This design comes from an exercise in tuning for small area on the open sky130 flow, not from production work. The RTL was checked by simulation tests, not by an equivalence proof against the original design. No driver is modelled on the clock port, so clocking that relies on it looks cheaper here than on a real chip. Power and IR drop assume default switching activity.

## project2
module project2(dip,btn,clk,rst,anodes,cathodes,leds);
input [4:0] dip;
input [3:0] btn;
input clk;
input rst;
output [3:0] anodes;
output [6:0] cathodes;
output [7:0] leds;
reg [12:0] c1;     
reg [6:0] c2;      
reg sc1, sc2;      
reg unl, pau;      
reg [1:0] seg;     
reg [3:0] r0, r1, r2;   
reg [1:0] r3;
reg [3:0] rel;     
reg [4:0] rem;     
reg [12:0] t;      
reg led;           
reg [1:0] dm;      
reg [1:0] ds;      
wire [12:0] c1_d, t_d;
wire [6:0] c2_d;
wire sc1_d, sc2_d, unl_d, pau_d, led_d;
wire [1:0] seg_d, r3_d, dm_d, ds_d;
wire [3:0] r0_d, r1_d, r2_d, rel_d;
wire [4:0] rem_d;
always @(posedge clk) begin
	c1 <= c1_d;
	c2 <= c2_d;
	sc1 <= sc1_d;
	sc2 <= sc2_d;
	unl <= unl_d;
	pau <= pau_d;
	seg <= seg_d;
	r0 <= r0_d;
	r1 <= r1_d;
	r2 <= r2_d;
	r3 <= r3_d;
	rel <= rel_d;
	rem <= rem_d;
	t <= t_d;
	led <= led_d;
	dm <= dm_d;
	ds <= ds_d;
end
wire w1 = ((c1 & 13'b1111011111111) == (13'd3083 & 13'b1111011111111));
wire w2 = ((c2 & 7'b1011110) == (7'd116 & 7'b1011110));
wire tick1 = w1 & ~sc1;   
wire tick2 = w2 & ~sc2;   
wire clr1 = rst | w1;
wire clr2 = rst | w2;
assign c1_d = ~({13{clr1}} | {c1[11:0], ~(c1[12] ^ c1[7] ^ c1[6])});
assign c2_d = ~({7{clr2}} | {c2[5:0], c2[6] ^ c2[0]});
assign sc1_d = ~rst & (sc1 ^ w1);
assign sc2_d = ~rst & (sc2 ^ w2);
wire loc = ~unl & ~pau;
wire [1:0] segn = seg + 2'd1;
wire texp = ((t & 13'b1110111111001) == (13'd2367 & 13'b1110111111001));
wire pexp = ((t & 13'b0011101101111) == (13'd1824 & 13'b0011101101111));
wire [12:0] tstep = {t[11:0], ~(t[12] ^ t[8])};
wire valid = (dip[3:0] == 4'b0001) | (dip[3:0] == 4'b0010) |
             (dip[3:0] == 4'b0100) | (dip[3:0] == 4'b1000);
wire upd = tick2 & valid;
wire [3:0] nw = upd ? (btn & rel) : 4'd0;
wire [2:0] np = nw[0] + nw[1] + nw[2] + nw[3];
wire [5:0] remd = {1'b0, rem} - {3'b000, np};
wire over = remd[5];
wire [3:0] rsel = ({4{dip[0]}} & r0) | ({4{dip[1]}} & r1) |
                  ({4{dip[2]}} & r2) | ({4{dip[3]}} & {2'b00, r3});
wire [4:0] diff = {1'b0, rsel} - {1'b0, nw};
  ...
Size in the first run: roughly 30 I/O pins, roughly 2700 sq um of cells after synthesis.
Settings: LEC_CHECK=0, CAP_MARGIN=20, CORE_MARGIN=2, CORE_UTILIZATION=70, PLACE_DENSITY=0.8, SLEW_MARGIN=20; clock period 12.0 ns.
standard.sh (not shown) runs the stock make flow with config.mk's settings and CLKGATE_MAP_FILE= SYNTH_SCRIPT=/design/flow/synth_recipe.tcl, a recipe that flattens the netlist after the stock synthesis.
==> flow/flow/run.sh <==
#!/bin/bash
# Own layout flow: the standard ORFS flow (standard.sh) with
#  - the logic between the registers mapped by area-oriented ABC scripts
#    (flow/area*.abc): four synthesis runs in parallel, each trying its share
#    of the scripts and keeping its smallest result (flow/own_abc.tcl); the
#    smallest of the four goes on to the layout. No separate full/half-adder
#    cell mapping. The registers come out of the standard synthesis unchanged;
#  - minimum-size buffers on the input and output ports;
#  - a clock tree of clkbuf_4 cells without dummy balancing loads, with any
#    leaf that drives its flip-flops too slowly made a clkbuf_8
#    (flow/post_cts.tcl).
# The ORFS logs stay under orfs/logs (and orfs_N/logs for the synthesis
# runs); make's own output goes to synth_N.log and flow_make.log.
set -euo pipefail
here=$(pwd)
flowdir=$here/flow
cat > "$here/own_synth.tcl" <<EOT
source $flowdir/own_abc.tcl
source $here/synth_recipe.tcl
EOT
sed "s#SYNTH_SCRIPT=[^ ]*#SYNTH_SCRIPT=$here/own_synth.tcl#" standard.sh > own_standard.sh
args=(ADDER_MAP_FILE=
  "BUFFER_PORTS_ARGS=-buffer_cell sky130_fd_sc_hd__buf_1"
  "CTS_ARGS=-sink_clustering_enable -repair_clock_nets -dont_use_dummy_load -buf_list {sky130_fd_sc_hd__clkbuf_4}"
  "POST_CTS_TCL=$flowdir/post_cts.tcl")
scripts=("$flowdir"/area*.abc)
pids=()
for k in 0 1 2 3; do
  mine=""
  for i in "${!scripts[@]}"; do
    if (( i % 4 == k )); then mine="$mine ${scripts[$i]}"; fi
  done
  mkdir -p "$here/synth_$k"
  sed "s#WORK_HOME=[^ ]*#WORK_HOME=$here/orfs_$k#" own_standard.sh > "own_standard_$k.sh"
  OWN_ABC_SCRIPTS="$mine" OWN_LOG_DIR="$here/synth_$k" \
    bash "own_standard_$k.sh" "${args[@]}" synth > "synth_$k.log" 2>&1 &
  pids+=($!)
done
for p in "${pids[@]}"; do wait "$p" || true; done
best=""; best_area=""
for k in 0 1 2 3; do
  f="$here/orfs_$k/reports/sky130hd/project2/base/synth_stat.txt"
  [[ -f $f ]] || continue
  a=$(sed -n 's/.*Chip area for module[^:]*: *\([0-9.]*\).*/\1/p' "$f" | head -1)
  echo "synthesis run $k: area $a"
  if [[ -z $best ]] || awk -v a="$a" -v b="$best_area" 'BEGIN{exit !(a < b)}'; then
    best=$k; best_area=$a
  fi
done
echo "using synthesis run $best (area $best_area)"
if [[ -n $best ]]; then
  mkdir -p orfs
  cp -a "orfs_$best"/. orfs/
fi
export OWN_ABC_SCRIPTS="${scripts[*]}"
export OWN_LOG_DIR="$here"
bash own_standard.sh "${args[@]}" finish > flow_make.log 2>&1
==> flow/flow/area14.abc <==
strash
&get -n
&deepsyn -T 60 -S 14
&put
dc2
dch -f
amap
topo
==> flow/flow/area15.abc <==
strash
&get -n
&deepsyn -T 60 -S 15
&put
dc2
dch -f
amap
topo
==> flow/flow/area16.abc <==
strash
&get -n
&deepsyn -T 60 -S 16
&put
dc2
dch -f
amap
topo
==> flow/flow/area17.abc <==
strash
&get -n
&deepsyn -T 60 -S 17
&put
dc2
dch -f
amap
topo
==> flow/flow/area18.abc <==
strash
&get -n
&deepsyn -T 60 -S 18
&put
dc2
dch -f
amap
topo
==> flow/flow/area19.abc <==
strash
&get -n
&deepsyn -T 60 -S 19
&put
dc2
dch -f
amap
topo
Other scripts of this flow, unchanged in this note and not shown: flow/flow/area0.abc, flow/flow/area1.abc, flow/flow/area10.abc, flow/flow/area11.abc, flow/flow/area12.abc, flow/flow/area13.abc, flow/flow/area2.abc, flow/flow/area3.abc, flow/flow/area4.abc, flow/flow/area5.abc, flow/flow/area6.abc, flow/flow/area7.abc, flow/flow/area8.abc, flow/flow/area9.abc, flow/flow/own_abc.tcl, flow/flow/post_cts.tcl, flow/flow/upsize_clk.tcl
Change:
removed: flow/flow/area14.abc
removed: flow/flow/area15.abc
removed: flow/flow/area16.abc
removed: flow/flow/area17.abc
removed: flow/flow/area18.abc
removed: flow/flow/area19.abc
What happened: The new run finished clean; worst setup slack degrades by 0.049 ns; power went up by 0.94%; final cell count hardly moves; die area went up by 0.39%; non-clock buffer count went down by 1; critical path depth went up by 2; routed wire length went up by 1.6%; worst hold slack improves by 0.0089 ns.

delta:
project2, a different RTL version from the one above (not shown whole).
Size: roughly 67 flip-flops, ~0.0027 mm2 of cells after synthesis.
Settings: LEC_CHECK=0, CAP_MARGIN=20, CORE_MARGIN=2, CORE_UTILIZATION=85, PLACE_DENSITY=0.9, SLEW_MARGIN=20; clock period 12.0 ns.
Scripts as last shown in full above: flow/flow/run.sh
Other scripts of this flow, unchanged in this note and not shown: flow/flow/area0.abc, flow/flow/area1.abc, flow/flow/area10.abc, flow/flow/area11.abc, flow/flow/area12.abc, flow/flow/area13.abc, flow/flow/area2.abc, flow/flow/area3.abc, flow/flow/area4.abc, flow/flow/area5.abc, flow/flow/area6.abc, flow/flow/area7.abc, flow/flow/area8.abc, flow/flow/area9.abc, flow/flow/own_abc.tcl, flow/flow/post_cts.tcl, flow/flow/upsize_clk.tcl
delta: it failed with a tool error in 3_1_place_gp_skip_io, so there are no final results.
What alpha does differently from delta at the input level:
Settings: changing CORE_UTILIZATION from 85 to 70; changing PLACE_DENSITY from 0.9 to 0.8.
### Flow results
Every stage of the flow completed for alpha, and the final layout passed the timing, design-rule and antenna checks. As far as synthesized-area fraction occupied by and/or/nand/nor cells goes, delta and alpha are indistinguishable; the numbers are identical. | area after synthesis | delta vs alpha | ≈ equal |. alpha vs delta, die span in x went up by about 10%. Compared with delta, in alpha standard-cell row count went up; vertical die dimension saw an increase; initial core utilization decreased 16 points; number of standard cells after synthesis ~0 delta; number of enable flip-flop cells after synthesis shows no meaningful change.

Setup of run 1:
Another version of the RTL of project2 (not shown whole).
For scale: about 30 I/O pins.
clock: 12.0 ns
lec_check: 0
cap_margin: 20
core_margin: 2
core_utilization: 70
place_density: 0.8
slew_margin: 20
==> flow/flow/run.sh <==
#!/bin/bash
# Own layout flow: the standard ORFS flow (standard.sh) with
#  - an area-oriented ABC script in synthesis (flow/area.abc) and no
#    separate full/half-adder cell mapping; registers are mapped by the
#    standard synthesis exactly as before, only the logic between them changes;
#  - minimum-size buffers on the input and output ports;
#  - a clock tree without dummy balancing loads.
# Each tool's output goes to the ORFS logs under orfs/logs; make's own output
# goes to flow_make.log here.
set -euo pipefail
here=$(pwd)
flowdir=$here/flow
cat > "$here/own_synth.tcl" <<EOT
proc abc {args} {
  set i [lsearch \$args -script]
  if {\$i >= 0} { set args [lreplace \$args \$i [expr {\$i+1}] -script $flowdir/area.abc] }
  set j [lsearch \$args -D]
  if {\$j >= 0} { set args [lreplace \$args \$j [expr {\$j+1}]] }
  yosys abc {*}\$args
}
source $here/synth_recipe.tcl
EOT
sed "s#SYNTH_SCRIPT=[^ ]*#SYNTH_SCRIPT=$here/own_synth.tcl#" standard.sh > own_standard.sh
bash own_standard.sh ADDER_MAP_FILE= \
  "BUFFER_PORTS_ARGS=-buffer_cell sky130_fd_sc_hd__buf_1" \
  "CTS_ARGS=-sink_clustering_enable -repair_clock_nets -dont_use_dummy_load -buf_list {sky130_fd_sc_hd__clkbuf_4}" \
  finish > flow_make.log 2>&1
mkdir -p logs_copy
cp -r orfs/logs/* logs_copy/ 2>/dev/null || true
==> flow/flow/area.abc <==
strash
dc2
dch -f
amap
topo
The inputs of run 2 differ from those of run 1 as listed below.
==> flow/run.sh (new file) <==
#!/bin/bash
# synth_recipe.tcl (not shown) runs the flow's synth.tcl, then flattens the netlist and writes it again
# the make line also repeats each setting of config.mk as NAME=value (left out here)
make -C /OpenROAD-flow-scripts/flow DESIGN_CONFIG=/design/flow/config.mk WORK_HOME=/design/flow/orfs CLKGATE_MAP_FILE= SYNTH_SCRIPT=/design/flow/synth_recipe.tcl finish
removed: flow/flow/run.sh
removed: flow/flow/area.abc
removed: flow/standard.sh
## What came out
Diff run 1 -> run 2 | placed cell area | up by more than a quarter. Compared with run 1, run 2 ends up with a larger final cell area. Run 1 → run 2: cell depth of the worst min-delay path -1; final critical-path setup slack +0.46 ns; total combinational power shows an increase of 90%; number of cells in the design after placement moved up.
Input-level comparison between run 3 and run 2:
==> flow/flow/run.sh (new file) <==
#!/bin/bash
# Own layout flow: the standard ORFS flow (standard.sh) with
#  - an area-oriented ABC script in synthesis (flow/area.abc) and no
#    separate full/half-adder cell mapping; registers are mapped by the
#    standard synthesis exactly as before, only the logic between them changes;
#  - minimum-size buffers on the input and output ports;
#  - a clock tree without dummy balancing loads.
# Each tool's output goes to the ORFS logs under orfs/logs; make's own output
# goes to flow_make.log here.
set -euo pipefail
here=$(pwd)
flowdir=$here/flow
cat > "$here/own_synth.tcl" <<EOT
proc abc {args} {
  set i [lsearch \$args -script]
  if {\$i >= 0} { set args [lreplace \$args \$i [expr {\$i+1}] -script $flowdir/area.abc] }
  set j [lsearch \$args -D]
  if {\$j >= 0} { set args [lreplace \$args \$j [expr {\$j+1}]] }
  yosys abc {*}\$args
}
source $here/synth_recipe.tcl
EOT
sed "s#SYNTH_SCRIPT=[^ ]*#SYNTH_SCRIPT=$here/own_synth.tcl#" standard.sh > own_standard.sh
bash own_standard.sh ADDER_MAP_FILE= \
  "BUFFER_PORTS_ARGS=-buffer_cell sky130_fd_sc_hd__buf_1" \
  "CTS_ARGS=-sink_clustering_enable -repair_clock_nets -dont_use_dummy_load -buf_list {sky130_fd_sc_hd__clkbuf_4 sky130_fd_sc_hd__clkbuf_8}" \
  finish > flow_make.log 2>&1
mkdir -p logs_copy
cp -r orfs/logs/* logs_copy/ 2>/dev/null || true
==> flow/flow/area.abc (new file) <==
strash
dc2
dch -f
amap
topo
==> flow/standard.sh (new file) <==
#!/bin/bash
# synth_recipe.tcl (not shown) runs the flow's synth.tcl, then flattens the netlist and writes it again
# the make line also repeats each setting of config.mk as NAME=value (left out here)
make -C /OpenROAD-flow-scripts/flow DESIGN_CONFIG=/design/flow/config.mk WORK_HOME=/design/flow/orfs CLKGATE_MAP_FILE= SYNTH_SCRIPT=/design/flow/synth_recipe.tcl "${@:-finish}"
removed: flow/run.sh
## What came out
- Routability-driven placement congestion ratio ends up lower on run 2.
- From run 2 to run 3 the numbers moved as follows: die height now smaller; synthesized cell count now smaller.

-- what the ideal ports hide --
No port has a modelled driver above. Below, the same layouts with a new extraction and two added sets of constraints.
Step 1 sets driving cells, clkbuf_16 on the clock port and buf_2 on the other inputs (assumed; they add their load-dependent delay and slew).
Step 2 moves the port delays by t, midway between the first and last clock arrival at a register: inputs arrive t later, outputs are due t later. That takes back most of the time a late clock gives input paths.
Slacks: no drivers / after step 1 / after step 2; pairs: no drivers / after step 1.
run | t (ns) | setup WS [ns] | hold slack, ns | clock arrival spread, ns | slew at the worst register clock pin (ns)
the first run of note 1 | 0.415 | 5.638 / 5.642 / 5.227 | 0.393 / 0.393 / 0.393 | 0.015 / 0.015 | 0.09 / 0.09
the second run of note 1 | 0.423 | 5.589 / 5.595 / 5.172 | 0.402 / 0.402 / 0.402 | 0.020 / 0.020 | 0.10 / 0.10
alpha | 0.415 | 5.955 / 5.957 / 5.541 | 0.388 / 0.388 / 0.388 | 0.023 / 0.023 | 0.08 / 0.08
run 1 | 0.422 | 4.557 / 4.564 / 4.142 | 0.415 / 0.415 / 0.415 | 0.036 / 0.036 | 0.11 / 0.11
run 2 | 0.384 | 5.019 / 5.024 / 4.640 | 0.461 / 0.461 / 0.461 | 0.007 / 0.006 | 0.08 / 0.08
run 3 | 0.358 | 4.377 / 4.382 / 4.023 | 0.424 / 0.424 / 0.424 | 0.021 / 0.021 | 0.07 / 0.07
After both steps setup and hold are still met in every run listed. The setup slack of the second run of note 1, which loses most, moves by +0.006 ns with the drivers and by -0.417 ns with both steps.
